From an optimization exercise on the open Yosys and OpenROAD flow, aimed at small area and a short achievable clock period; shortcuts taken in it are not production practice. Function was not checked in any run shown here: the RTL went through the layout flow alone.

**flow/config.mk**
```make
export PLATFORM = sky130hd
export DESIGN_NAME = axis_eth_fcs
export DESIGN_NICKNAME = axis_eth_fcs
export VERILOG_FILES = /design/flow/design.v
export SDC_FILE = /design/flow/constraint.sdc
export NUM_CORES = 4
export LEC_CHECK = 0
export CAP_MARGIN = 20
export CORE_MARGIN = 2
export CORE_UTILIZATION = 40
export SETUP_SLACK_MARGIN = 0.3
export SLEW_MARGIN = 20
```
**flow/constraint.sdc**
```tcl
create_clock -name core_clock -period 16.0 [get_ports {clk}]
set_input_delay 3.2000 -clock core_clock [delete_from_list [all_inputs] [get_ports {clk}]]
set_output_delay 3.2000 -clock core_clock [all_outputs]
set_load 0.01 [all_outputs]
```
**flow/design.v**
```verilog
`timescale 1ns / 1ps
module axis_eth_fcs
(
    input  wire        clk,
    input  wire        rst,
    input  wire [127:0]  input_axis_tdata,
    input  wire [15:0]   input_axis_tstrb,
    input  wire          input_axis_tvalid,
    output wire          input_axis_tready,
    input  wire          input_axis_tlast,
    output wire [31:0] output_fcs,
    output wire        output_fcs_valid
);
reg [31:0] crc_raw;
reg [1:0] crc_pad;
reg crc_restart;
reg fcs_valid_reg;
wire [15:0] s = input_axis_tstrb;
wire [31:0] crc;
wire [31:0] u1, y1, u2;
wire p32 = crc_raw[27] ^ crc_raw[29];
wire p33 = crc_raw[28] ^ crc_raw[30];
wire p34 = crc_raw[25] ^ crc_raw[31];
wire p35 = crc_raw[26] ^ p33;
wire p36 = crc_raw[24] ^ p32;
wire p37 = p34 ^ p36;
wire p38 = crc_raw[26] ^ crc_raw[31];
wire p39 = p32 ^ p38;
wire p40 = crc_raw[24] ^ crc_raw[27];
wire p41 = crc_raw[24] ^ p35;
wire p42 = crc_raw[25] ^ p35;
wire p43 = crc_raw[27] ^ p33;
wire p44 = crc_raw[28] ^ crc_raw[29];
wire p45 = p34 ^ p35;
wire p46 = crc_raw[26] ^ crc_raw[30];
wire p47 = crc_raw[30] ^ p32;
wire p48 = crc_raw[28] ^ p40;
assign u1[0] = p37;
assign u1[1] = p42;
assign u1[2] = p39;
assign u1[3] = p43;
assign u1[4] = crc_raw[31] ^ p44;
assign u1[5] = crc_raw[29] ^ crc_raw[30];
assign u1[6] = crc_raw[25] ^ crc_raw[30] ^ p36;
assign u1[7] = p45;
assign u1[8] = crc_raw[0] ^ p39;
assign u1[9] = crc_raw[1] ^ crc_raw[24] ^ crc_raw[29] ^ p33 ^ p34;
assign u1[10] = crc_raw[2] ^ p40 ^ p46;
assign u1[11] = crc_raw[3] ^ crc_raw[27] ^ crc_raw[28] ^ p34;
assign u1[12] = crc_raw[4] ^ crc_raw[26] ^ p44;
assign u1[13] = crc_raw[5] ^ p47;
assign u1[14] = crc_raw[6] ^ crc_raw[31] ^ p33;
assign u1[15] = crc_raw[7] ^ crc_raw[29] ^ crc_raw[31];
assign u1[16] = crc_raw[8] ^ crc_raw[30] ^ p37;
assign u1[17] = crc_raw[9] ^ p45;
assign u1[18] = crc_raw[10] ^ p39;
assign u1[19] = crc_raw[11] ^ p43;
assign u1[20] = crc_raw[12] ^ crc_raw[25] ^ p48;
assign u1[21] = crc_raw[13] ^ p38 ^ p48;
assign u1[22] = crc_raw[14] ^ crc_raw[24] ^ crc_raw[28] ^ crc_raw[31];
assign u1[23] = crc_raw[15] ^ crc_raw[25] ^ crc_raw[29];
assign u1[24] = crc_raw[16] ^ p37 ^ p46;
assign u1[25] = crc_raw[17] ^ crc_raw[29] ^ p41;
assign u1[26] = crc_raw[18] ^ p34 ^ p47;
assign u1[27] = crc_raw[19] ^ p36 ^ p42;
assign u1[28] = crc_raw[20] ^ p41;
assign u1[29] = crc_raw[21] ^ p32 ^ p34;
assign u1[30] = crc_raw[22] ^ p35 ^ p37;
assign u1[31] = crc_raw[23] ^ p41;
assign y1 = crc_pad[0] ? u1 : crc_raw;
wire q32 = y1[19] ^ y1[21];
wire q33 = y1[20] ^ y1[22];
wire q34 = y1[17] ^ y1[23];
wire q35 = y1[18] ^ y1[24];
wire q36 = y1[16] ^ y1[28];
wire q37 = y1[25] ^ y1[27];
wire q38 = y1[26] ^ y1[29];
wire q39 = y1[30] ^ q32;
wire q40 = y1[31] ^ q33;
wire q41 = y1[24] ^ y1[30];
wire q42 = q34 ^ q39;
wire q43 = y1[25] ^ q35;
wire q44 = y1[23] ^ y1[29];
wire q45 = y1[19] ^ y1[26];
wire q46 = y1[28] ^ q40;
wire q47 = y1[20] ^ y1[31];
wire q48 = y1[22] ^ y1[31];
wire q49 = y1[24] ^ y1[27];
wire q50 = q36 ^ q40;
wire q51 = y1[16] ^ q35;
wire q52 = q32 ^ q34;
wire q53 = q36 ^ q37;
wire q54 = y1[17] ^ y1[28];
wire q55 = q35 ^ q38;
wire q56 = q37 ^ q39;
wire q57 = q41 ^ q45;
wire q58 = y1[21] ^ q37;
wire q59 = y1[17] ^ q36;
wire q60 = y1[30] ^ q34;
wire q61 = y1[21] ^ q49;
wire q62 = y1[27] ^ y1[29];
wire q63 = y1[19] ^ y1[20];
wire q64 = y1[25] ^ q63;
wire q65 = y1[16] ^ q42;
wire q66 = y1[23] ^ q38;
wire q67 = y1[18] ^ q38;
wire q68 = q40 ^ q51;
assign u2[0] = q52 ^ q53;
assign u2[1] = q33 ^ q54 ^ q55;
assign u2[2] = y1[18] ^ q44 ^ q56;
assign u2[3] = q46 ^ q57;
assign u2[4] = q44 ^ q47 ^ q58;
assign u2[5] = y1[21] ^ y1[22] ^ y1[26] ^ y1[28] ^ q41;
assign u2[6] = y1[29] ^ q32 ^ q48 ^ q59;
assign u2[7] = y1[18] ^ y1[29] ^ q33 ^ q60;
assign u2[8] = y1[23] ^ y1[31] ^ q35 ^ q39;
assign u2[9] = q34 ^ q50 ^ q61;
assign u2[10] = y1[19] ^ y1[22] ^ q51 ^ q62;
assign u2[11] = y1[28] ^ q60 ^ q64;
assign u2[12] = y1[21] ^ q47 ^ q55;
assign u2[13] = y1[22] ^ q56;
assign u2[14] = y1[23] ^ y1[26] ^ q46;
assign u2[15] = q44 ^ q61;
assign u2[16] = y1[0] ^ y1[22] ^ q49 ^ q65;
assign u2[17] = y1[1] ^ q34 ^ q43 ^ q46;
assign u2[18] = y1[2] ^ q32 ^ q43 ^ q66;
assign u2[19] = y1[3] ^ q33 ^ q37 ^ q57;
assign u2[20] = y1[4] ^ y1[16] ^ y1[17] ^ q45 ^ q47;
assign u2[21] = y1[5] ^ y1[18] ^ y1[23] ^ q36 ^ q64;
assign u2[22] = y1[6] ^ y1[20] ^ y1[24] ^ q53 ^ q66;
assign u2[23] = y1[7] ^ q38 ^ q41 ^ q54 ^ q58;
assign u2[24] = y1[8] ^ q48 ^ q65 ^ q67;
assign u2[25] = y1[9] ^ y1[21] ^ y1[30] ^ q43 ^ q50;
assign u2[26] = y1[10] ^ y1[25] ^ q38 ^ q48 ^ q52;
assign u2[27] = y1[11] ^ y1[26] ^ q33 ^ q39 ^ q43 ^ q59;
assign u2[28] = y1[12] ^ q50 ^ q67;
assign u2[29] = y1[13] ^ q42 ^ q62;
assign u2[30] = y1[14] ^ q37 ^ q42 ^ q68;
assign u2[31] = y1[15] ^ y1[26] ^ y1[27] ^ q68;
assign crc = crc_pad[1] ? u2 : y1;
assign input_axis_tready = 1'b1;
assign output_fcs = ~crc;
assign output_fcs_valid = fcs_valid_reg;
wire [31:0] c = crc | {32{crc_restart}};
wire m3 = ~s[8];                      
wire m2 = s[8] ? ~s[12] : ~s[4];      
wire q3 = ~s[4];                      
wire pad0 = ~s[1] | (s[2] & ~s[3]) | (s[4] & ~s[5]) | (s[6] & ~s[7]) |
            (s[8] & ~s[9]) | (s[10] & ~s[11]) | (s[12] & ~s[13]) | (s[14] & ~s[15]);
wire pad1 = ~s[1] | (s[1] & ~s[2]) | (s[4] & ~s[5]) | (s[5] & ~s[6]) |
            (s[8] & ~s[9]) | (s[9] & ~s[10]) | (s[12] & ~s[13]) | (s[13] & ~s[14]);
wire v13 = ~(pad0 & pad1);
wire v14 = ~pad1;
wire v15 = ~pad0 & ~pad1;
wire [127:0] x0 = input_axis_tdata ^ {96'h0, c};
wire [127:0] x1 = m3 ? {x0[63:0], 64'h0} : x0;
wire [127:0] x2 = m2 ? {x1[95:0], 32'h0} : x1;
wire [127:0] w;
assign w[103:0] = x2[103:0];
assign w[111:104] = v13 ? x2[111:104] : (q3 ? c[15:8] : 8'h0);
assign w[119:112] = v14 ? x2[119:112] : (q3 ? c[23:16] : 8'h0);
assign w[127:120] = v15 ? x2[127:120] : (q3 ? c[31:24] : 8'h0);
wire [31:0] t;
wire x128 = w[5] ^ w[14];
wire x129 = w[29] ^ w[75];
wire x130 = w[33] ^ w[103];
wire x131 = w[6] ^ w[44];
wire x132 = w[7] ^ w[36];
wire x133 = w[8] ^ w[37];
wire x134 = w[47] ^ w[67];
wire x135 = w[3] ^ w[76];
wire x136 = w[4] ^ w[77];
wire x137 = w[10] ^ w[96];
wire x138 = w[12] ^ w[98];
wire x139 = w[22] ^ x128;
wire x140 = w[24] ^ w[80];
wire x141 = w[30] ^ w[68];
wire x142 = w[48] ^ w[69];
wire x143 = w[11] ^ w[32];
wire x144 = w[23] ^ w[71];
wire x145 = w[2] ^ w[118];
wire x146 = w[15] ^ w[27];
wire x147 = w[17] ^ w[70];
wire x148 = w[18] ^ w[45];
wire x149 = w[46] ^ w[99];
wire x150 = w[83] ^ x130;
wire x151 = w[16] ^ w[28];
wire x152 = w[34] ^ w[35];
wire x153 = w[57] ^ x131;
wire x154 = w[20] ^ x135;
wire x155 = w[72] ^ w[101];
wire x156 = w[21] ^ x136;
wire x157 = w[38] ^ w[39];
wire x158 = w[25] ^ w[41];
wire x159 = w[31] ^ w[74];
wire x160 = w[43] ^ w[119];
wire x161 = w[49] ^ w[122];
wire x162 = w[56] ^ w[73];
wire x163 = w[78] ^ w[100];
wire x164 = w[13] ^ w[26];
wire x165 = w[50] ^ w[123];
wire x166 = w[95] ^ w[120];
wire x167 = w[19] ^ x129;
wire x168 = w[51] ^ w[124];
wire x169 = w[52] ^ w[125];
wire x170 = w[94] ^ x133;
wire x171 = w[53] ^ w[126];
wire x172 = w[79] ^ x132;
wire x173 = w[54] ^ w[127];
wire x174 = w[40] ^ w[110];
wire x175 = w[0] ^ w[9];
wire x176 = w[102] ^ x140;
wire x177 = x137 ^ x139;
wire x178 = w[1] ^ w[85];
wire x179 = w[62] ^ w[82];
wire x180 = w[104] ^ x142;
wire x181 = w[58] ^ w[114];
wire x182 = w[59] ^ w[115];
wire x183 = w[61] ^ w[84];
wire x184 = w[63] ^ w[65];
wire x185 = w[81] ^ x141;
wire x186 = w[97] ^ x143;
wire x187 = w[112] ^ x162;
wire x188 = w[42] ^ w[92];
wire x189 = w[64] ^ w[66];
wire x190 = w[105] ^ x152;
wire x191 = w[113] ^ x153;
wire x192 = w[86] ^ w[106];
wire x193 = w[87] ^ w[107];
wire x194 = w[88] ^ w[108];
wire x195 = w[60] ^ w[89];
wire x196 = w[109] ^ x157;
wire x197 = w[90] ^ w[117];
wire x198 = w[116] ^ x134;
wire x199 = x138 ^ x144;
wire x200 = w[93] ^ x164;
wire x201 = w[121] ^ x147;
wire x202 = w[91] ^ w[111];
wire x203 = w[55] ^ x150;
wire x204 = x146 ^ x160;
wire x205 = x151 ^ x166;
wire x206 = x149 ^ x156;
wire x207 = x155 ^ x173;
wire x208 = x169 ^ x191;
wire x209 = x148 ^ x174;
wire x210 = x171 ^ x181;
wire x211 = x145 ^ x170;
wire x212 = x158 ^ x163;
wire x213 = w[100] ^ x179;
wire x214 = x159 ^ x165;
wire x215 = x183 ^ x188;
wire x216 = x128 ^ x154;
wire x217 = x167 ^ x192;
wire x218 = x184 ^ x190;
wire x219 = x150 ^ x182;
wire x220 = w[48] ^ x178;
wire x221 = w[66] ^ x196;
wire x222 = x172 ^ x177;
wire x223 = w[40] ^ x176;
wire x224 = x168 ^ x187;
wire x225 = w[94] ^ x198;
wire x226 = x129 ^ x161;
wire x227 = x186 ^ x204;
wire x228 = w[15] ^ x189;
wire x229 = w[19] ^ x130;
wire x230 = w[25] ^ w[47];
wire x231 = w[56] ^ x199;
wire x232 = x180 ^ x205;
wire x233 = w[16] ^ x201;
wire x234 = w[57] ^ x200;
wire x235 = w[18] ^ w[58];
wire x236 = w[29] ^ x175;
wire x237 = w[65] ^ x194;
wire x238 = x171 ^ x193;
wire x239 = w[23] ^ w[67];
wire x240 = w[52] ^ x220;
wire x241 = w[86] ^ x195;
wire x242 = w[32] ^ w[69];
wire x243 = w[53] ^ w[70];
wire x244 = w[22] ^ x197;
wire x245 = w[72] ^ w[76];
wire x246 = w[46] ^ w[89];
wire x247 = w[62] ^ w[121];
wire x248 = w[77] ^ x185;
wire x249 = x202 ^ x207;
wire x250 = w[111] ^ x223;
wire x251 = w[42] ^ x211;
wire x252 = w[7] ^ w[74];
wire x253 = w[8] ^ x182;
wire x254 = w[1] ^ x159;
wire x255 = w[60] ^ x203;
wire x256 = x177 ^ x212;
wire x257 = w[2] ^ x228;
wire x258 = w[4] ^ w[79];
wire x259 = w[101] ^ x230;
wire x260 = x178 ^ x231;
wire x261 = x214 ^ x232;
wire x262 = w[27] ^ w[96];
wire x263 = w[31] ^ x134;
wire x264 = w[33] ^ x155;
wire x265 = w[43] ^ x180;
wire x266 = w[45] ^ w[120];
wire x267 = w[49] ^ x168;
wire x268 = w[83] ^ x149;
wire x269 = x213 ^ x262;
wire x270 = x216 ^ x217;
wire x271 = w[12] ^ x206;
wire x272 = w[13] ^ x170;
wire x273 = w[28] ^ w[97];
wire x274 = w[50] ^ x169;
wire x275 = w[71] ^ w[102];
wire x276 = x131 ^ x163;
wire x277 = x193 ^ x272;
wire x278 = w[6] ^ x139;
wire x279 = w[38] ^ x156;
wire x280 = w[51] ^ x238;
wire x281 = w[59] ^ w[98];
wire x282 = w[106] ^ x161;
wire x283 = w[20] ^ w[78];
wire x284 = w[61] ^ x165;
wire x285 = w[73] ^ x240;
wire x286 = w[80] ^ x167;
wire x287 = x221 ^ x241;
wire x288 = x286 ^ x287;
wire x289 = w[21] ^ w[91];
wire x290 = w[87] ^ x160;
wire x291 = w[90] ^ w[108];
wire x292 = w[116] ^ x243;
wire x293 = w[11] ^ w[35];
wire x294 = w[30] ^ x147;
wire x295 = w[41] ^ x172;
wire x296 = w[54] ^ x208;
wire x297 = w[88] ^ x166;
wire x298 = x133 ^ x140;
wire x299 = x134 ^ x144;
wire x300 = w[93] ^ x210;
wire x301 = x132 ^ x209;
wire x302 = w[17] ^ w[92];
wire x303 = w[105] ^ x143;
wire x304 = x244 ^ x303;
wire x305 = w[9] ^ w[15];
wire x306 = w[68] ^ w[99];
wire x307 = w[81] ^ w[103];
wire x308 = w[125] ^ x194;
wire x309 = w[126] ^ x195;
wire x310 = x224 ^ x251;
wire x311 = x173 ^ x248;
wire x312 = w[7] ^ w[95];
wire x313 = w[14] ^ x225;
wire x314 = w[121] ^ x179;
wire x315 = w[3] ^ w[34];
wire x316 = w[44] ^ w[104];
wire x317 = x138 ^ x145;
wire x318 = x148 ^ x149;
wire x319 = x175 ^ x176;
wire x320 = x183 ^ x227;
wire x321 = x185 ^ x255;
wire x322 = x187 ^ x256;
wire x323 = w[10] ^ w[63];
wire x324 = w[75] ^ x215;
wire x325 = w[117] ^ x190;
wire x326 = w[119] ^ x135;
wire x327 = x164 ^ x229;
wire x328 = x185 ^ x259;
wire x329 = x191 ^ x213;
wire x330 = x258 ^ x261;
wire x331 = w[64] ^ x181;
wire x332 = w[85] ^ x218;
wire x333 = x132 ^ x266;
wire x334 = x136 ^ x270;
wire x335 = x233 ^ x265;
wire x336 = x234 ^ x264;
wire x337 = x263 ^ x331;
wire x338 = x267 ^ x268;
wire x339 = w[32] ^ x146;
wire x340 = w[48] ^ w[119];
wire x341 = w[73] ^ w[84];
wire x342 = x161 ^ x192;
wire x343 = x189 ^ x216;
wire x344 = x201 ^ x273;
wire x345 = x218 ^ x274;
wire x346 = x219 ^ x235;
wire x347 = x271 ^ x340;
wire x348 = x277 ^ x346;
wire x349 = w[82] ^ w[84];
wire x350 = x148 ^ x152;
wire x351 = x163 ^ x282;
wire x352 = x198 ^ x278;
wire x353 = x236 ^ x237;
wire x354 = x279 ^ x352;
wire x355 = x280 ^ x281;
wire x356 = w[6] ^ x222;
wire x357 = w[102] ^ w[104];
wire x358 = w[107] ^ x141;
wire x359 = x133 ^ x239;
wire x360 = x283 ^ x356;
wire x361 = x284 ^ x358;
wire x362 = x288 ^ x359;
wire x363 = w[27] ^ w[112];
wire x364 = w[45] ^ x151;
wire x365 = w[78] ^ x129;
wire x366 = x131 ^ x158;
wire x367 = x154 ^ x174;
wire x368 = x168 ^ x242;
wire x369 = x222 ^ x289;
wire x370 = x291 ^ x292;
wire x371 = x174 ^ x296;
wire x372 = x196 ^ x202;
wire x373 = x206 ^ x236;
wire x374 = x215 ^ x245;
wire x375 = x257 ^ x293;
wire x376 = x294 ^ x297;
wire x377 = x299 ^ x376;
wire x378 = w[43] ^ x157;
wire x379 = w[55] ^ x246;
wire x380 = w[107] ^ x199;
wire x381 = w[118] ^ x188;
wire x382 = x247 ^ x300;
wire x383 = w[3] ^ w[113];
wire x384 = w[28] ^ w[65];
wire x385 = w[118] ^ x138;
wire x386 = x219 ^ x249;
wire x387 = x269 ^ x383;
wire x388 = w[4] ^ w[114];
wire x389 = w[13] ^ x137;
wire x390 = w[35] ^ x276;
wire x391 = w[87] ^ x260;
wire x392 = w[93] ^ w[122];
wire x393 = x145 ^ x302;
wire x394 = x154 ^ x159;
wire x395 = x304 ^ x392;
wire x396 = x388 ^ x394;
wire x397 = w[24] ^ w[34];
wire x398 = w[39] ^ w[55];
wire x399 = x186 ^ x239;
wire x400 = w[49] ^ x154;
wire x401 = w[124] ^ x138;
wire x402 = x141 ^ x175;
wire x403 = x146 ^ x212;
wire x404 = w[23] ^ w[113];
wire x405 = w[42] ^ x197;
wire x406 = w[50] ^ x306;
wire x407 = w[59] ^ x308;
wire x408 = x156 ^ x158;
wire x409 = x234 ^ x305;
wire x410 = x254 ^ x405;
wire x411 = w[26] ^ w[39];
wire x412 = w[109] ^ x226;
wire x413 = w[11] ^ w[22];
wire x414 = w[81] ^ w[127];
wire x415 = x413 ^ x414;
wire x416 = w[19] ^ x310;
wire x417 = w[111] ^ w[115];
wire x418 = w[120] ^ x184;
wire x419 = x203 ^ x252;
wire x420 = x417 ^ x418;
wire x421 = x419 ^ x420;
wire x422 = w[8] ^ x224;
wire x423 = w[17] ^ w[83];
wire x424 = w[5] ^ w[99];
wire x425 = w[30] ^ w[79];
wire x426 = x205 ^ x252;
wire x427 = x210 ^ x245;
wire x428 = x250 ^ x424;
wire x429 = w[0] ^ w[26];
wire x430 = w[46] ^ x214;
wire x431 = w[76] ^ x253;
wire x432 = w[80] ^ w[122];
wire x433 = w[109] ^ x311;
wire x434 = w[63] ^ w[110];
wire x435 = w[123] ^ x144;
wire x436 = w[20] ^ x312;
wire x437 = w[41] ^ x242;
wire x438 = w[0] ^ x153;
wire x439 = w[24] ^ x290;
wire x440 = w[64] ^ x165;
wire x441 = w[96] ^ x309;
wire x442 = w[16] ^ w[21];
wire x443 = w[5] ^ x197;
wire x444 = w[14] ^ w[98];
wire x445 = x137 ^ x142;
wire x446 = x314 ^ x444;
wire x447 = x445 ^ x446;
wire x448 = w[90] ^ x142;
assign t[0] = w[62] ^ w[91] ^ x147 ^ x184 ^ x225 ^ x226 ^ x254 ^ x315 ^ x316 ^ x317 ^ x318 ^ x319 ^ x320 ^ x321 ^ x322;
assign t[1] = x186 ^ x257 ^ x260 ^ x318 ^ x323 ^ x324 ^ x325 ^ x326 ^ x327 ^ x328 ^ x329 ^ x330;
assign t[2] = x143 ^ x176 ^ x269 ^ x317 ^ x332 ^ x333 ^ x334 ^ x335 ^ x336 ^ x337 ^ x338;
assign t[3] = w[36] ^ x275 ^ x276 ^ x328 ^ x339 ^ x341 ^ x342 ^ x343 ^ x344 ^ x345 ^ x347 ^ x348;
assign t[4] = w[37] ^ w[60] ^ w[85] ^ x155 ^ x172 ^ x228 ^ x261 ^ x275 ^ x327 ^ x349 ^ x350 ^ x351 ^ x353 ^ x354 ^ x355;
assign t[5] = w[103] ^ x207 ^ x233 ^ x237 ^ x285 ^ x325 ^ x338 ^ x339 ^ x357 ^ x360 ^ x361 ^ x362;
assign t[6] = w[1] ^ x170 ^ x192 ^ x195 ^ x221 ^ x231 ^ x268 ^ x290 ^ x345 ^ x363 ^ x364 ^ x365 ^ x366 ^ x367 ^ x368 ^ x369 ^ x370;
assign t[7] = w[33] ^ w[45] ^ w[100] ^ w[106] ^ x164 ^ x244 ^ x273 ^ x280 ^ x295 ^ x298 ^ x371 ^ x372 ^ x373 ^ x374 ^ x375 ^ x377;
assign t[8] = w[16] ^ x248 ^ x249 ^ x256 ^ x263 ^ x285 ^ x298 ^ x301 ^ x315 ^ x353 ^ x363 ^ x378 ^ x379 ^ x380 ^ x381 ^ x382;
assign t[9] = w[40] ^ x180 ^ x200 ^ x215 ^ x258 ^ x278 ^ x350 ^ x362 ^ x370 ^ x384 ^ x385 ^ x386 ^ x387;
assign t[10] = w[54] ^ w[75] ^ x221 ^ x229 ^ x259 ^ x301 ^ x384 ^ x389 ^ x390 ^ x391 ^ x393 ^ x395 ^ x396;
assign t[11] = w[66] ^ w[88] ^ w[115] ^ w[123] ^ x202 ^ x209 ^ x211 ^ x270 ^ x295 ^ x336 ^ x347 ^ x357 ^ x397 ^ x398 ^ x399;
assign t[12] = w[58] ^ w[119] ^ x166 ^ x187 ^ x188 ^ x190 ^ x229 ^ x246 ^ x250 ^ x277 ^ x354 ^ x400 ^ x401 ^ x402 ^ x403;
assign t[13] = w[47] ^ w[101] ^ w[106] ^ w[112] ^ w[121] ^ x152 ^ x232 ^ x307 ^ x360 ^ x378 ^ x404 ^ x406 ^ x407 ^ x408 ^ x409 ^ x410;
assign t[14] = w[51] ^ w[82] ^ w[105] ^ w[107] ^ x146 ^ x181 ^ x186 ^ x223 ^ x251 ^ x309 ^ x335 ^ x369 ^ x390 ^ x404 ^ x411 ^ x412;
assign t[15] = w[38] ^ w[52] ^ w[92] ^ w[95] ^ w[97] ^ w[101] ^ w[105] ^ w[114] ^ x135 ^ x151 ^ x172 ^ x175 ^ x199 ^ x204 ^ x209 ^ x219 ^ x282 ^ x284 ^ x291 ^ x294 ^ x298 ^ x366 ^ x415;
assign t[16] = w[3] ^ w[72] ^ w[75] ^ w[82] ^ x136 ^ x139 ^ x151 ^ x196 ^ x200 ^ x227 ^ x243 ^ x299 ^ x351 ^ x361 ^ x416 ^ x421;
assign t[17] = w[9] ^ w[68] ^ w[84] ^ w[94] ^ w[108] ^ w[116] ^ x157 ^ x204 ^ x247 ^ x264 ^ x330 ^ x343 ^ x365 ^ x371 ^ x380 ^ x397 ^ x422 ^ x423;
assign t[18] = w[67] ^ w[108] ^ w[117] ^ x148 ^ x201 ^ x208 ^ x305 ^ x332 ^ x341 ^ x368 ^ x389 ^ x398 ^ x408 ^ x412 ^ x425 ^ x426 ^ x427 ^ x428;
assign t[19] = w[6] ^ w[42] ^ w[71] ^ w[85] ^ w[97] ^ w[118] ^ x130 ^ x169 ^ x189 ^ x210 ^ x217 ^ x233 ^ x293 ^ x301 ^ x322 ^ x429 ^ x430 ^ x431 ^ x432 ^ x433;
assign t[20] = w[25] ^ w[26] ^ w[29] ^ w[45] ^ w[69] ^ w[70] ^ w[77] ^ w[86] ^ x176 ^ x183 ^ x222 ^ x238 ^ x306 ^ x329 ^ x386 ^ x400 ^ x416 ^ x434 ^ x435;
assign t[21] = w[18] ^ w[33] ^ w[61] ^ w[124] ^ x177 ^ x208 ^ x211 ^ x226 ^ x237 ^ x249 ^ x279 ^ x302 ^ x337 ^ x391 ^ x406 ^ x429 ^ x436 ^ x437;
assign t[22] = w[13] ^ w[23] ^ w[51] ^ w[56] ^ w[88] ^ w[125] ^ x158 ^ x161 ^ x253 ^ x265 ^ x288 ^ x289 ^ x300 ^ x307 ^ x312 ^ x313 ^ x323 ^ x374 ^ x385 ^ x423 ^ x430 ^ x438;
assign t[23] = w[39] ^ w[58] ^ w[70] ^ w[99] ^ x179 ^ x209 ^ x267 ^ x285 ^ x304 ^ x311 ^ x313 ^ x316 ^ x324 ^ x409 ^ x431 ^ x436 ^ x439 ^ x440 ^ x441;
assign t[24] = w[34] ^ w[53] ^ w[77] ^ w[127] ^ x178 ^ x180 ^ x217 ^ x235 ^ x274 ^ x281 ^ x307 ^ x326 ^ x349 ^ x377 ^ x395 ^ x422 ^ x428 ^ x442;
assign t[25] = w[0] ^ w[10] ^ w[72] ^ w[102] ^ x162 ^ x198 ^ x218 ^ x220 ^ x266 ^ x296 ^ x314 ^ x320 ^ x334 ^ x355 ^ x379 ^ x432 ^ x435;
assign t[26] = w[24] ^ w[47] ^ w[63] ^ w[74] ^ w[123] ^ x151 ^ x162 ^ x173 ^ x193 ^ x194 ^ x206 ^ x240 ^ x247 ^ x283 ^ x321 ^ x333 ^ x342 ^ x375 ^ x401 ^ x427 ^ x438 ^ x443;
assign t[27] = w[112] ^ w[124] ^ x153 ^ x227 ^ x241 ^ x292 ^ x295 ^ x308 ^ x319 ^ x348 ^ x433 ^ x440 ^ x442 ^ x447;
assign t[28] = w[38] ^ w[54] ^ w[91] ^ w[109] ^ w[110] ^ w[126] ^ x134 ^ x141 ^ x167 ^ x235 ^ x246 ^ x275 ^ x310 ^ x387 ^ x407 ^ x426 ^ x437 ^ x439 ^ x443;
assign t[29] = w[8] ^ w[59] ^ w[127] ^ x155 ^ x160 ^ x167 ^ x203 ^ x208 ^ x230 ^ x297 ^ x344 ^ x372 ^ x381 ^ x396 ^ x402 ^ x434 ^ x441 ^ x448;
assign t[30] = w[64] ^ w[68] ^ w[71] ^ w[89] ^ x140 ^ x271 ^ x313 ^ x367 ^ x382 ^ x393 ^ x403 ^ x411 ^ x415 ^ x421 ^ x448;
assign t[31] = w[17] ^ w[43] ^ w[44] ^ w[61] ^ w[73] ^ w[95] ^ x145 ^ x189 ^ x200 ^ x207 ^ x250 ^ x253 ^ x255 ^ x364 ^ x373 ^ x399 ^ x410 ^ x425 ^ x447;
always @(posedge clk or posedge rst) begin
    if (rst) begin
        crc_restart <= 1'b1;
        fcs_valid_reg <= 1'b0;
    end else begin
        fcs_valid_reg <= input_axis_tvalid & input_axis_tlast;
        if (input_axis_tvalid) begin
            crc_restart <= input_axis_tlast;
        end
    end
end
always @(posedge clk) begin
    if (input_axis_tvalid) begin
        crc_raw <= t;
        crc_pad <= {pad1, pad0};
    end
end
endmodule
```
**flow/flow/run.sh**
```bash
#!/bin/bash
set -euo pipefail
cd "$(dirname "$0")/.."
mapfile -t ARGS < <(grep -v '^\s*$' flow/args.txt)
bash standard.sh synth > flow_synth.log 2>&1
bash standard.sh "${ARGS[@]}" finish > flow_finish.log 2>&1
```
**flow/flow/args.txt**
```
SETUP_SLACK_MARGIN=8
BUFFER_PORTS_ARGS=-buffer_cell sky130_fd_sc_hd__buf_2
```
**flow/standard.sh**
```bash
#!/bin/bash
# synth_recipe.tcl (not shown) runs the flow's synth.tcl, then flattens the netlist and writes it again
# the make line also repeats each setting of config.mk as NAME=value (left out here)
make -C /OpenROAD-flow-scripts/flow DESIGN_CONFIG=/design/flow/config.mk WORK_HOME=/design/flow/orfs CLKGATE_MAP_FILE= SYNTH_SCRIPT=/design/flow/synth_recipe.tcl "${@:-finish}"
```
==> summary.txt, run 1 <==
Die Height 225 microns; Max Freq 124 MHz; Final Non-Filler Cells 2,931; num ports 182; M2 GR Usage 62.6%; Tcrit/Tclk final 50.4%; Worst-Margin Slew 1230 ps; Crit. End Element register; CTS tree built; fraction of layout cells with a size suffix above 1 between 15 and 20%; Commonest cells post-synth xnor2_1, xor2_1, nor2_1, xnor3_1, nand2_1; number of global-route vias before repair 17,414; number of remaining DRC errors 0; most used cell, CP xnor3_1; Initial Util a little over 40%; largest register by flop count crc_raw; synth warn 1; crit path time final 8060 ps; CP required 15,990 ps; Post-Synthesis Cells 2,185; via count 18,571; Remaining Overflow, GRT 0; Area growth, synth to finish 10.2%; count leader, synth xnor2_1; Synthesized Nets 2,333; crit path kind in -> reg; Core Area 0.0479 sq mm; IO Port Bufs 179; FF+latch area 0.00107 sq mm; max reg flops 32; Die W 225 microns; Worst EP arrival 8050 ps; Fillers about 4,800; crit path cell chain buf_4, inv_1, buf_4, nand2_1, o221ai_2, xnor3_1, xnor3_1, xor2_1, xnor3_1, xnor2_1, xnor3_1; WP buf/inv 3; largest net degree at the start of global routing 63; startpoint class of the critical path primary input; top cells by area, synth xnor2_1, xnor3_1, xor2_1; Synth async-reset ratio 5.56%; DR iter-0 viols 2,540; clk buf depth 2; GRT Util Overall about two fifths; unrepaired setup endpoints after global routing no; clock latency (worst-skew pair) 280 ps; post-synthesis cell area 0.0195 sq mm; Final Max Tran Viols 0; vias per cell around 6.3; Netlist cell types 110; status no timing/DRC/antenna violations; total CTS buffers 5; Min-Delay Path Class reg -> reg; multi-input logic area 0.0179 sq mm; mean post-synth cell area 8.93 sq um; WL per Instance 36.5 microns; Sink Count 36; Max-slew headroom 16.9%; Die ar. 0.0505 sq mm; placed cell count 2,908; R2R setup slack about 8000 ps; Final Hold Fails 0; M3 GR Usage under 10%; critical path fanouts, max 46; sequential-to-total area share from yosys stat 5.50%; Root Buffer clkbuf_16; critical path's top delay family XOR/XNOR gates; FF+latch count, synth 36; clock skew 3.62 ps; met1 usage 52.8%; H-tree Lvls 2; Max Cap Viol 0; global route hottest layer met2; # setup viols final 0; EDFF count, synth 34; final wirelength 107 mm; GPL Wtd Cong 1.10; Pre-antenna DRT Iters 6; first-pass GRT wire length 143 mm; max incr delay on CP 1050 ps; Worst path slowest cell o221ai_2; initial antenna violation count 5; cell row count 80; Final ANT Viol Nets 0; Top Registers crc_raw (32), crc_pad (2); nets 2,460; DP HPWL 89.0 mm; clk slew on worst S/H paths 50 ps; top-area cell type share of the netlist area 25.0%; area leader, netlist xnor2_1; Sum Neg Setup Slack 0 ps; Synth Flop Type edfxtp_1
cell usage in the layout, fill, tap and decap left out, drive strengths merged, types with 9 or more instances in the layout:
cell type  synthesis  layout
inv               38      37
xnor2            586     586
nor2             166     166
edfxtp            34      34
xor3              20      20
a31oi             14      14
a21oi            112     112
nor3              26      26
xnor3            144     144
a211oi            25      25
and2              23      23
xor2             191     191
or3               16      16
a21o              17      17
nand2            132     132
o211ai            17      17
o21ai             80      80
a22oi             16      16
a311oi            10      10
a221oi            10      10
nand4             15      15
and3              15      15
nand2b            13      13
mux2i            106     106
o31ai              9       9
nand3             35      35
mux2              24      24
o22ai             11      11
buf               45     247
worst register-to-register path: cells and delay by family (launching register included):
family | cells | cell delay (ps)
XOR/XNOR | 10 | 4220
flip-flops | 1 | 1030
multiplexers | 1 | 540
AND/OR/NAND/NOR | 3 | 1420
AO/OA/AOI/OAI | 1 | 370
worst paths after layout:
| check | from | to | cells after the start |
|---|---|---|---|
| worst max-delay path | input_axis_tstrb[12] | crc_raw[24] | 11 |
| worst min-delay path | crc_restart | crc_restart | 4 |
| worst max register to register | crc_raw[30] | crc_raw[20] | 15 |
| worst min register to register | crc_restart | crc_restart | 4 |
| max in group asynchronous | rst | crc_restart | 2 |
| min in group asynchronous | rst | fcs_valid_reg | 2 |
logic make-up (layout without fill, tap and decap cells):
logic type,count (synthesis),count (layout),share of synthesized area [%]
buffers and inverters,165,293,3.66
XOR/XNOR,941,941,55.8
AND/OR/NAND/NOR,482,482,11.8
flip-flops,36,36,5.50
multiplexers,131,131,7.32
AO/OA/AOI/OAI,429,429,16.0
other,1,4,0.0192
cell type report:
class,instances,share of cell area [%]
diodes,3,0.0349
inverters,38,0.693
multi-input cells,1984,83.3
clock inverters,2,0.0524
repair buffers,247,6.74
well taps,615,3.58
flip-flops and latches,36,4.99
clock buffers,6,0.600
per-stage QoR:
step / hold WS, ps / setup WS, ps / utilization (%) / cell area, sq um
global placement: 1300 / 7100 / 43.9 / 21000
CTS: 1320 / 7980 / 44.5 / 21300
floorplan: 1520 / 8380 / - / 19500
global route: 1390 / 8020 / 44.8 / 21500
detailed placement: 1310 / 7000 / 43.9 / 21000
finish: 1340 / 7940 / 44.8 / 21500
per-layer routing:
metal	vias to the layer above	share of wire, %
met2	1326	42
met4	2	9.7
met5	-	0.010
met1	8984	38
met3	353	11
li1	7906	-
timing repair:
item / in CTS / in global routing
setup buffers: 5 / 7
gates resized for setup: 14 / 16
hold buffers: 0 / 0
endpoints found under the setup margin: 33 / 25
pin swaps: 1 / 0
gates cloned: 0 / 0
==> run 2, diff against run 1 <==
--- a/flow/design.v
+++ b/flow/design.v
@@ -145,20 +145,22 @@
 wire m3 = ~s[8];                      
 wire m2 = s[8] ? ~s[12] : ~s[4];      
-wire q3 = ~s[4];                      
 wire pad0 = ~s[1] | (s[2] & ~s[3]) | (s[4] & ~s[5]) | (s[6] & ~s[7]) |
             (s[8] & ~s[9]) | (s[10] & ~s[11]) | (s[12] & ~s[13]) | (s[14] & ~s[15]);
 wire pad1 = ~s[1] | (s[1] & ~s[2]) | (s[4] & ~s[5]) | (s[5] & ~s[6]) |
             (s[8] & ~s[9]) | (s[9] & ~s[10]) | (s[12] & ~s[13]) | (s[13] & ~s[14]);
-wire v13 = ~(pad0 & pad1);
-wire v14 = ~pad1;
-wire v15 = ~pad0 & ~pad1;
-wire [127:0] x0 = input_axis_tdata ^ {96'h0, c};
+wire [127:0] dm;
+genvar b;
+generate
+    for (b = 0; b < 16; b = b + 1) begin : mask
+        if (b % 4 == 0) begin : keep
+            assign dm[8*b +: 8] = input_axis_tdata[8*b +: 8];
+        end else begin : zero
+            assign dm[8*b +: 8] = input_axis_tdata[8*b +: 8] & {8{s[b]}};
+        end
+    end
+endgenerate
+wire [127:0] x0 = dm ^ {96'h0, c};
 wire [127:0] x1 = m3 ? {x0[63:0], 64'h0} : x0;
-wire [127:0] x2 = m2 ? {x1[95:0], 32'h0} : x1;
-wire [127:0] w;
-assign w[103:0] = x2[103:0];
-assign w[111:104] = v13 ? x2[111:104] : (q3 ? c[15:8] : 8'h0);
-assign w[119:112] = v14 ? x2[119:112] : (q3 ? c[23:16] : 8'h0);
-assign w[127:120] = v15 ? x2[127:120] : (q3 ? c[31:24] : 8'h0);
+wire [127:0] w  = m2 ? {x1[95:0], 32'h0} : x1;
 wire [31:0] t;
 wire x128 = w[5] ^ w[14];
==> flow/flow/args.txt (replaced) <==
SETUP_SLACK_MARGIN=8.5
BUFFER_PORTS_ARGS=-buffer_cell sky130_fd_sc_hd__buf_2
==> summary.txt, run 2 <==
via count 18,381; total CTS buffers 5; synth warn 1; Hold Slack roughly 830 ps; fraction of layout cells with a size suffix above 1 20.1%; Final Hold Fails 0; GPL Wtd Cong around 1.1; top-area cell type share of the netlist area 23.7%; Max Freq 131 MHz; RR Endpoint crc_raw[9]; Root Buffer clkbuf_16; clock skew 8.14 ps; largest net degree at the start of global routing between 70 and 80; most frequent cells in the layout xnor2_1, xor2_1, nand2_1; Hold Buf Count CTS 0; Die Height 224 microns; Post-DP Area about 0.021 sq mm; cell row count 80; vias per cell 6.21; count leader, synth xnor2_1; Hold EP crc_restart; critical path fanouts, max 14; Max-slew headroom 16.2%; CP required 16,000 ps; design area between 0.02 and 0.025 sq mm; # setup viols final 0; worst reg2reg path depth 16; Netlist cell types 110; CTS tree built; Final Non-Filler Cells roughly 3,000; number of remaining DRC errors 0; Worst EP arrival 7640 ps; Synth Flop Type edfxtp_1; status no timing/DRC/antenna violations; Remaining Overflow, GRT 0; clock latency (worst-skew pair) 290 ps; Post-Synthesis Cells 2,198; EDFF count, synth 34; Max Cap Viol 0; Min-Delay Path Class reg -> reg; GRT Util Overall a little over two fifths; Core Area 0.0476 sq mm; WHS Path Cells 3; nets 2,490; cell depth of the worst setup path 11; most common cell after layout, fill and taps aside xnor2_1; Area growth, synth to finish 12.1%; Tcrit/Tclk final 47.7%; first-pass GRT wire length roughly 140 mm; clk slew on worst S/H paths 60 ps; R2R setup slack 8520 ps; max reg flops 32; Die ar. 0.0500 sq mm; top cells by area, synth xnor2_1, xnor3_1, xor2_1; Final ANT Viol Nets 0; Pre-antenna DRT Iters 6; Die W 224 microns; DP HPWL 89.7 mm; area leader, netlist xnor2_1; WP buf/inv 1; Worst path slowest cell xnor2_1; Commonest cells post-synth xnor2_1, xor2_1, nand2_1, nor2_1, xnor3_1; IO Port Bufs 179; unrepaired setup endpoints after global routing yes; RR Startpoint crc_raw[26]; Worst-Margin Slew 1240 ps; clk buf depth 2; mean post-synth cell area roughly 8.8 sq um; crit path cell chain buf_2, and2_1, nor4_1, nand2b_1, o22ai_1, xor2_1, xnor2_1, xnor3_1, xnor3_1, xor2_1, xnor3_1; Initial Util 40.5%; crit path kind in -> reg; num ports 182; Final Max Tran Viols 0; largest register by flop count crc_raw; final wirelength 108 mm; startpoint class of the critical path primary input; Top Registers crc_raw (32), crc_pad (2); max incr delay on CP 600 ps; FF+latch count, synth 36; Synth async-reset ratio 5.56%; placed cell count between 2,000 and 3,000; initial antenna violation count 2; min-delay src crc_restart; Sink Count 36; number of global-route vias before repair 17,339; DR iter-0 viols 2,447; critical path's top delay family XOR/XNOR gates; WL per Instance 36.4 microns; Crit. End Element register; crit path time final ~7600 ps; Synthesized Nets approximately 2,300; sequential-to-total area share from yosys stat 5.56%; most used cell, CP xnor3_1; H-tree Lvls 2; post-synthesis cell area 0.0193 sq mm; Sum Neg Setup Slack 0 ps
==> run 2: cell count changes after synthesis, moves of 21 or more <==
| cell | delta |
|---|---|
| xor2_1 | +42 |
| mux2i_1 | -38 |
| xnor2_1 | -33 |
| nand2_1 | +56 |
| inv_1 | -25 |
| nand3_1 | +21 |
==> run 2: tightest hold or removal path, cell delays in order, from the launching register on <==
cell	delay (ps)
dfstp_2	360
buf_4	240
inv_1	130
o21bai_1	80
==> run 2: final cells by class <==
type                       count  area [sq um]
antenna                        1          2.50
clock buffer                   6           129
clock inverter                 2          11.3
fill                        4761         26000
inverter                      14          53.8
multi-input combinational   2014         17900
sequential                    36          1070
tap                          615           769
timing repair buffer         271          1650
==> run 2: through the flow <==
step | setup slack (ps) | utilization (%)
detailed placement | 7240 | 43.8
global placement | 7180 | 43.8
CTS | 8500 | 44.9
finish | 8360 | 45.4
global route | 8380 | 45.4
floorplan | 8920 | -
==> run 2: cell families after synthesis <==
family	synth area share, %
flops	5.56
mux	4.93
buf+inv	3.55
xor+xnor	57.8
simple gates	13.7
other cells	0.0194
compound gates	14.5
==> run 2: layer usage <==
layer  GRT usage (%)  vias up  wire, microns
li1                -     7883              -
met1            52.6     9029          41200
met5               0        -              0
met3            4.70      286           8790
met2            68.8     1183          48400
met4            29.4        0           9390
==> run 2: timing repair <==
action                     in CTS  in global routing
setup endpoints to repair      39                 33
hold endpoints to repair        0                  0
pin swaps                       5                  2
cloned                          1                  0
buffers inserted               16                  9
resized for setup              41                 27
==> run 2: how the worst max path moves through the flow <==
stage                                    from     endpoint  slack, ps
final                     input_axis_tstrb[2]  crc_raw[19]       8360
after global routing      input_axis_tstrb[8]  crc_raw[20]       8380
after CTS                 input_axis_tstrb[8]  crc_raw[27]       8500
after detailed placement  input_axis_tstrb[8]  crc_raw[15]       7240
after global placement    input_axis_tstrb[8]  crc_raw[15]       7180
after floorplan           input_axis_tstrb[1]  crc_raw[25]       8920
==> run 3, diff against run 2 <==
--- a/flow/flow/run.sh
+++ b/flow/flow/run.sh
@@ -2,4 +2,5 @@
 set -euo pipefail
 cd "$(dirname "$0")/.."
+if [[ -f flow/extra.mk ]]; then cat flow/extra.mk >> config.mk; fi
 mapfile -t ARGS < <(grep -v '^\s*$' flow/args.txt)
 bash standard.sh synth > flow_synth.log 2>&1
==> flow/flow/extra.mk (new file) <==
export DONT_USE_CELLS += sky130_fd_sc_hd__xor3_1 sky130_fd_sc_hd__xor3_2 sky130_fd_sc_hd__xor3_4 sky130_fd_sc_hd__xnor3_1 sky130_fd_sc_hd__xnor3_2 sky130_fd_sc_hd__xnor3_4
--- a/flow/config.mk
+++ b/flow/config.mk
@@ -11,2 +11,3 @@
 export SETUP_SLACK_MARGIN = 0.3
 export SLEW_MARGIN = 20
+export DONT_USE_CELLS += sky130_fd_sc_hd__xor3_1 sky130_fd_sc_hd__xor3_2 sky130_fd_sc_hd__xor3_4 sky130_fd_sc_hd__xnor3_1 sky130_fd_sc_hd__xnor3_2 sky130_fd_sc_hd__xnor3_4
==> summary.txt, run 3 <==
DR iter-0 viols roughly 1,600; Max Cap Viol 0; final wirelength 93.0 mm; Tcrit/Tclk final 47.4%; count leader, synth xnor2_1; num ports 182; Max Freq 132 MHz; clock skew 9.13 ps; EDFF count, synth 34; multi-input logic area 0.0159 sq mm; startpoint class of the critical path primary input; Sink Count 36; Hold Buf Count CTS 0; most common cell after layout, fill and taps aside xnor2_1; largest register by flop count crc_raw; DP HPWL 78.4 mm; FF+latch area 0.00107 sq mm; Top Registers crc_raw (32), crc_pad (2); Die Height 212 microns; Fillers 4,361; Final Max Tran Viols 0; Post-Synthesis Cells ~2,200; CTS tree built; Post-DP Area 0.0188 sq mm; CP required ~16,000 ps; Min-Delay Path Class reg -> reg; Crit. End Element register; Simple-Gate Fraction of Synth Area 12.3%; via count 16,500; Netlist cell types 94; Max-slew headroom between 20% and 30%; Area growth, synth to finish 12.6%; number of remaining DRC errors 0; most frequent cells in the layout xnor2_1, xor2_1, nand2_1; Synth Flop Type edfxtp_1; Die ar. 0.0448 sq mm; Worst-Margin Slew 1160 ps; largest net degree at the start of global routing 73; top cells by area, synth xnor2_1, xor2_1, edfxtp_1; Core Area about 0.043 sq mm; Synthesized Nets between 2,000 and 2,500; nets ~2,500; placed cell count 2,869; Worst EP arrival 7630 ps; Inserted Diodes 0; GRT Util Overall between 40 and 50%; largest family of logic cells by synthesized area XOR/XNOR gates; total CTS buffers 5; Adder-Cell Fraction of Synth Area 0%; Final ANT Viol Nets 0; GPL Wtd Cong roughly 1.0; XOR/XNOR Fraction of Synth Area about three fifths; status no timing/DRC/antenna violations; FF+latch count, synth 36; Root Buffer clkbuf_16; clk buf depth 2; vias per cell 5.67; Pre-antenna DRT Iters 8; number of global-route vias before repair 16,181; initial antenna violation count 0; Sum Neg Setup Slack 0 ps; IO Port Bufs ~180; mean post-synth cell area 7.95 sq um; Synth async-reset ratio approximately 5.6%; WL per Instance approximately 32 microns; sequential-to-total area share from yosys stat under 10%; unrepaired setup endpoints after global routing yes; Commonest cells post-synth xnor2_1, xor2_1, nand2_1, nor2_1, a21oi_1; mux contribution to synthesized area 4.86%; first-pass GRT wire length ~130 mm; post-synthesis cell area 0.0173 sq mm; top-area cell type share of the netlist area roughly 39%; critical path fanouts, max 14; H-tree Lvls 2; Final Non-Filler Cells about 2,900; post-synthesis compound-gate area fraction 14.7%; design area 0.0194 sq mm; area leader, netlist xnor2_1; Die W roughly 210 microns; clock latency (worst-skew pair) ~300 ps; # setup viols final 0; synth warn 1; fraction of layout cells with a size suffix above 1 ~19%; clk slew on worst S/H paths approximately 60 ps; Initial Util 40.3%; crit path kind in -> reg; Remaining Overflow, GRT 0; max reg flops 32; Final Hold Fails 0; cell row count 76; crit path time final around 7600 ps
-- run 3: repair_timing --
item	CTS	global route
pin swaps	3	2
resized for setup	17	23
endpoints found under the hold margin	0	0
buffers inserted	12	19
setup endpoints to repair	36	30
-- run 3: cells by family (layout without fill, tap and decap cells) --
family | count (synthesis) | in the layout
flops | 36 | 36
xor+xnor | 1074 | 1074
buf+inv | 133 | 283
simple gates | 482 | 482
mux | 76 | 76
compound gates | 371 | 371
other cells | 1 | 1
-- run 3: final cells by class --
cell class / instances / share of cell area [%]
Clock buffer: 5 / 0.644
Sequential cell: 36 / 5.52
Tap cell: 585 / 3.77
Inverter: 18 / 0.348
Clock inverter: 3 / 0.0966
Multi-Input combinational cell: 2004 / 81.7
Timing Repair Buffer: 257 / 7.96
-- run 3: worst max-delay path, cell delays in order --
cell and delay, ps:
buf_2 220, inv_1 540, nand2_1 560, o221ai_1 910, xor2_1 700, xnor2_1 200, xnor2_1 480, xnor2_1 160
xnor2_1 350, xnor2_1 190, xnor2_1 100
-- run 3: through the flow --
| stage | hold WS (ps) | util (%) | setup slack (ps) |
|---|---|---|---|
| final | 975 | 45.3 | 8420 |
| after global routing | 1000 | 45.3 | 8430 |
| after CTS | 971 | 44.7 | 8470 |
| after detailed placement | 957 | 43.8 | 7270 |
| after global placement | 930 | 43.8 | 7320 |
| after floorplan | 1250 | - | 9460 |
-- run 3: metal layers --
metal / up-vias / part of all wire (%) / GRT usage [%]
met2: 892 / 46 / 68.3
met5: - / 0 / 0
met3: 278 / 6.5 / 5.52
met1: 7849 / 39 / 48.7
met4: 0 / 9.0 / 30.3
li1: 7481 / - / -
-- run 3: path summary, 6_finish.rpt --
path	cells after the start	endpoint	slack [ps]	from
min in group asynchronous	2	fcs_valid_reg	2750	rst
worst min-delay path	2	crc_restart	980	crc_restart
worst min register to register	2	crc_restart	980	crc_restart
max in group asynchronous	2	crc_restart	13040	rst
worst max register to register	20	crc_raw[13]	8850	crc_raw[29]
worst max-delay path	11	crc_raw[7]	8420	input_axis_tstrb[4]
==> run 4, diff against run 3 <==
==> flow/flow/args.txt (replaced) <==
SETUP_SLACK_MARGIN=9.25
BUFFER_PORTS_ARGS=-buffer_cell sky130_fd_sc_hd__buf_2
==> summary.txt, run 4 <==
Sink Count 36; critical path fanouts, max 12; Worst-Margin Slew 1160 ps; Initial Util 40.3%; crit path time final slightly below 7000 ps; total CTS buffers 5; Crit. End Element register; largest net degree at the start of global routing 73; Max-slew headroom between 20 and 25%; Final ANT Viol Nets 0; WL per Instance 31.9 microns; via count 17,024; Die W roughly 210 microns; num ports 182; Root Buffer clkbuf_16; mean post-synth cell area 7.95 sq um; crit path kind in -> reg; Die Height 212 microns; Max Cap Viol 0; global route hottest layer met2; most frequent cells in the layout xnor2_1, xor2_1, nand2_1; clk slew on worst S/H paths roughly 60 ps; Remaining Overflow, GRT 0; Synthesized Nets 2,321; Tcrit/Tclk final 42.3%; final wirelength 94.6 mm; Max Freq 148 MHz; Critical Path End crc_raw[8]; sequential-to-total area share from yosys stat 6.21%; max reg flops 32; synth warn 1; top-area cell type share of the netlist area 38.6%; M2 GR Usage 68.9%; fraction of layout cells with a size suffix above 1 between 20% and 30%; status no timing/DRC/antenna violations; CP Launch Point input_axis_tstrb[3]; first-pass GRT wire length 128 mm; DP HPWL 78.4 mm; met1 usage 49.0%; RR Endpoint crc_raw[25]; unrepaired setup endpoints after global routing yes; Final Hold Fails 0; design area 0.0211 sq mm; most common cell after layout, fill and taps aside xnor2_1; FF+latch count, synth 36; M3 GR Usage between 5 and 6%; initial antenna violation count 1; Pre-antenna DRT Iters 6; Commonest cells post-synth xnor2_1, xor2_1, nand2_1, nor2_1, a21oi_1; CP required 16,040 ps; DR iter-0 viols approximately 1,800; Synth async-reset ratio 5.56%; Post-DP Area 0.0188 sq mm; startpoint class of the critical path primary input; # setup viols final 0; IO Port Bufs 179; Core Area roughly 0.043 sq mm; Sum Neg Setup Slack 0 ps; H-tree Lvls 2; worst reg2reg path depth 21; Top Registers crc_raw (32), crc_pad (2); vias per cell 5.75; R2R setup slack 9380 ps; area leader, netlist xnor2_1; Area growth, synth to finish 22.5%; nets 2,520; post-synthesis cell area 0.0173 sq mm; top cells by area, synth xnor2_1, xor2_1, edfxtp_1; clk buf depth 2; Netlist cell types 94; clock skew 8.11 ps; cell row count 76; Post-Synthesis Cells 2,173; EDFF count, synth 34; GRT Util Overall between 40 and 50%; Min-Delay Path Class reg -> reg; Worst EP arrival 6820 ps; RR Startpoint crc_raw[27]; GPL Wtd Cong 1.03; Synth Flop Type edfxtp_1; count leader, synth xnor2_1; largest register by flop count crc_raw; Final Max Tran Viols 0; clock latency (worst-skew pair) between 200 and 300 ps; CTS tree built; number of global-route vias before repair 16,544; number of remaining DRC errors 0; Die ar. around 0.045 sq mm
## run 4: layout make-up
| cell class | instances | area, sq um |
|---|---|---|
| antenna | 2 | 5.00 |
| fill | 4235 | 21700 |
| multi-input combinational | 2004 | 17000 |
| timing repair buffer | 307 | 2110 |
| inverter | 18 | 73.8 |
| tap | 585 | 732 |
| clock buffer | 5 | 125 |
| sequential | 36 | 1070 |
| clock inverter | 3 | 18.8 |
## run 4: metrics by stage
step                utilization [%]  instances  hold slack, ps  setup slack, ps
floorplan                         -       2173            1250             9460
global placement               43.8       2869             930             7320
detailed placement             43.8       2869             957             7270
CTS                            47.2       2918             971             9210
global route                   49.3       2958            1000             9180
finish                         49.3       2960             981             9220
## run 4: worst min-delay path by stage
stage / start / endpoint / depth (start not counted)
3_5_place_dp: crc_restart / crc_restart / 2
3_3_place_gp: crc_restart / crc_restart / 2
5_1_grt: crc_restart / crc_restart / 2
4_1_cts: crc_restart / crc_restart / 2
2_1_floorplan: crc_restart / crc_restart / 4
6_report: crc_restart / crc_restart / 2
## run 4: cell families after synthesis
| group | share of synthesized area (%) |
|---|---|
| and+or+nand+nor | 12.3 |
| other | 0.0217 |
| buffers and inverters | 3.24 |
| AOI/OAI and AO/OA | 14.7 |
| DFF | 6.21 |
| xor gates and xnor gates | 58.7 |
| muxes | 4.86 |
## run 4: worst max-delay path: stages
cell,delay (ps)
buf_2,250
nand2_1,220
xor2_1,550
nand2_1,400
a21oi_4,570
xor2_1,510
xnor2_1,160
xnor2_1,470
xnor2_1,160
xnor2_1,170
xnor2_1,140
## run 4: repair_timing
item,in CTS,in global routing
pin swaps,15,21
setup buffers,40,38
setup endpoints to repair,64,51
gates resized for setup,146,82
hold buffers,0,0
hold endpoints to repair,0,0
gates cloned,1,2
## run 4: routing by layer
layer / wire length, microns / vias to the layer above
li1: - / 7579
met5: 0 / -
met1: 35900 / 8121
met3: 6850 / 326
met2: 42800 / 998
met4: 9060 / 0

[afterwards: timing with drivers on the ports]
The flow's constraints put no driver on any port. The routed layouts listed below were extracted and timed again, unchanged, in two steps. Step 1 assumes that a clkbuf_16 drives the clock port and a buf_2 every other input. Step 2 moves the port delays by t, midway between the first and last clock arrival at a register: inputs arrive t later, outputs are due t later. That takes back most of the time a late clock gives input paths. Slacks: ideal / step 1 / step 2; pairs: ideal / step 1.
run	t (ns)	setup WS [ns]	hold slack, ns	slew at the worst register clock pin (ns)
run 1	0.308	7.940 / 7.950 / 7.642	1.343 / 1.343 / 1.343	0.05 / 0.05
run 2	0.327	8.361 / 8.389 / 8.062	0.826 / 0.826 / 0.826	0.06 / 0.06
run 3	0.332	8.417 / 8.437 / 8.106	0.975 / 0.975 / 0.975	0.06 / 0.06
run 4	0.330	9.225 / 9.243 / 8.913	0.981 / 0.981 / 0.981	0.06 / 0.06
After both steps every run listed still meets setup and hold. The setup slack of run 4, which loses most, moves by +0.018 ns with the drivers and by -0.312 ns with both steps.
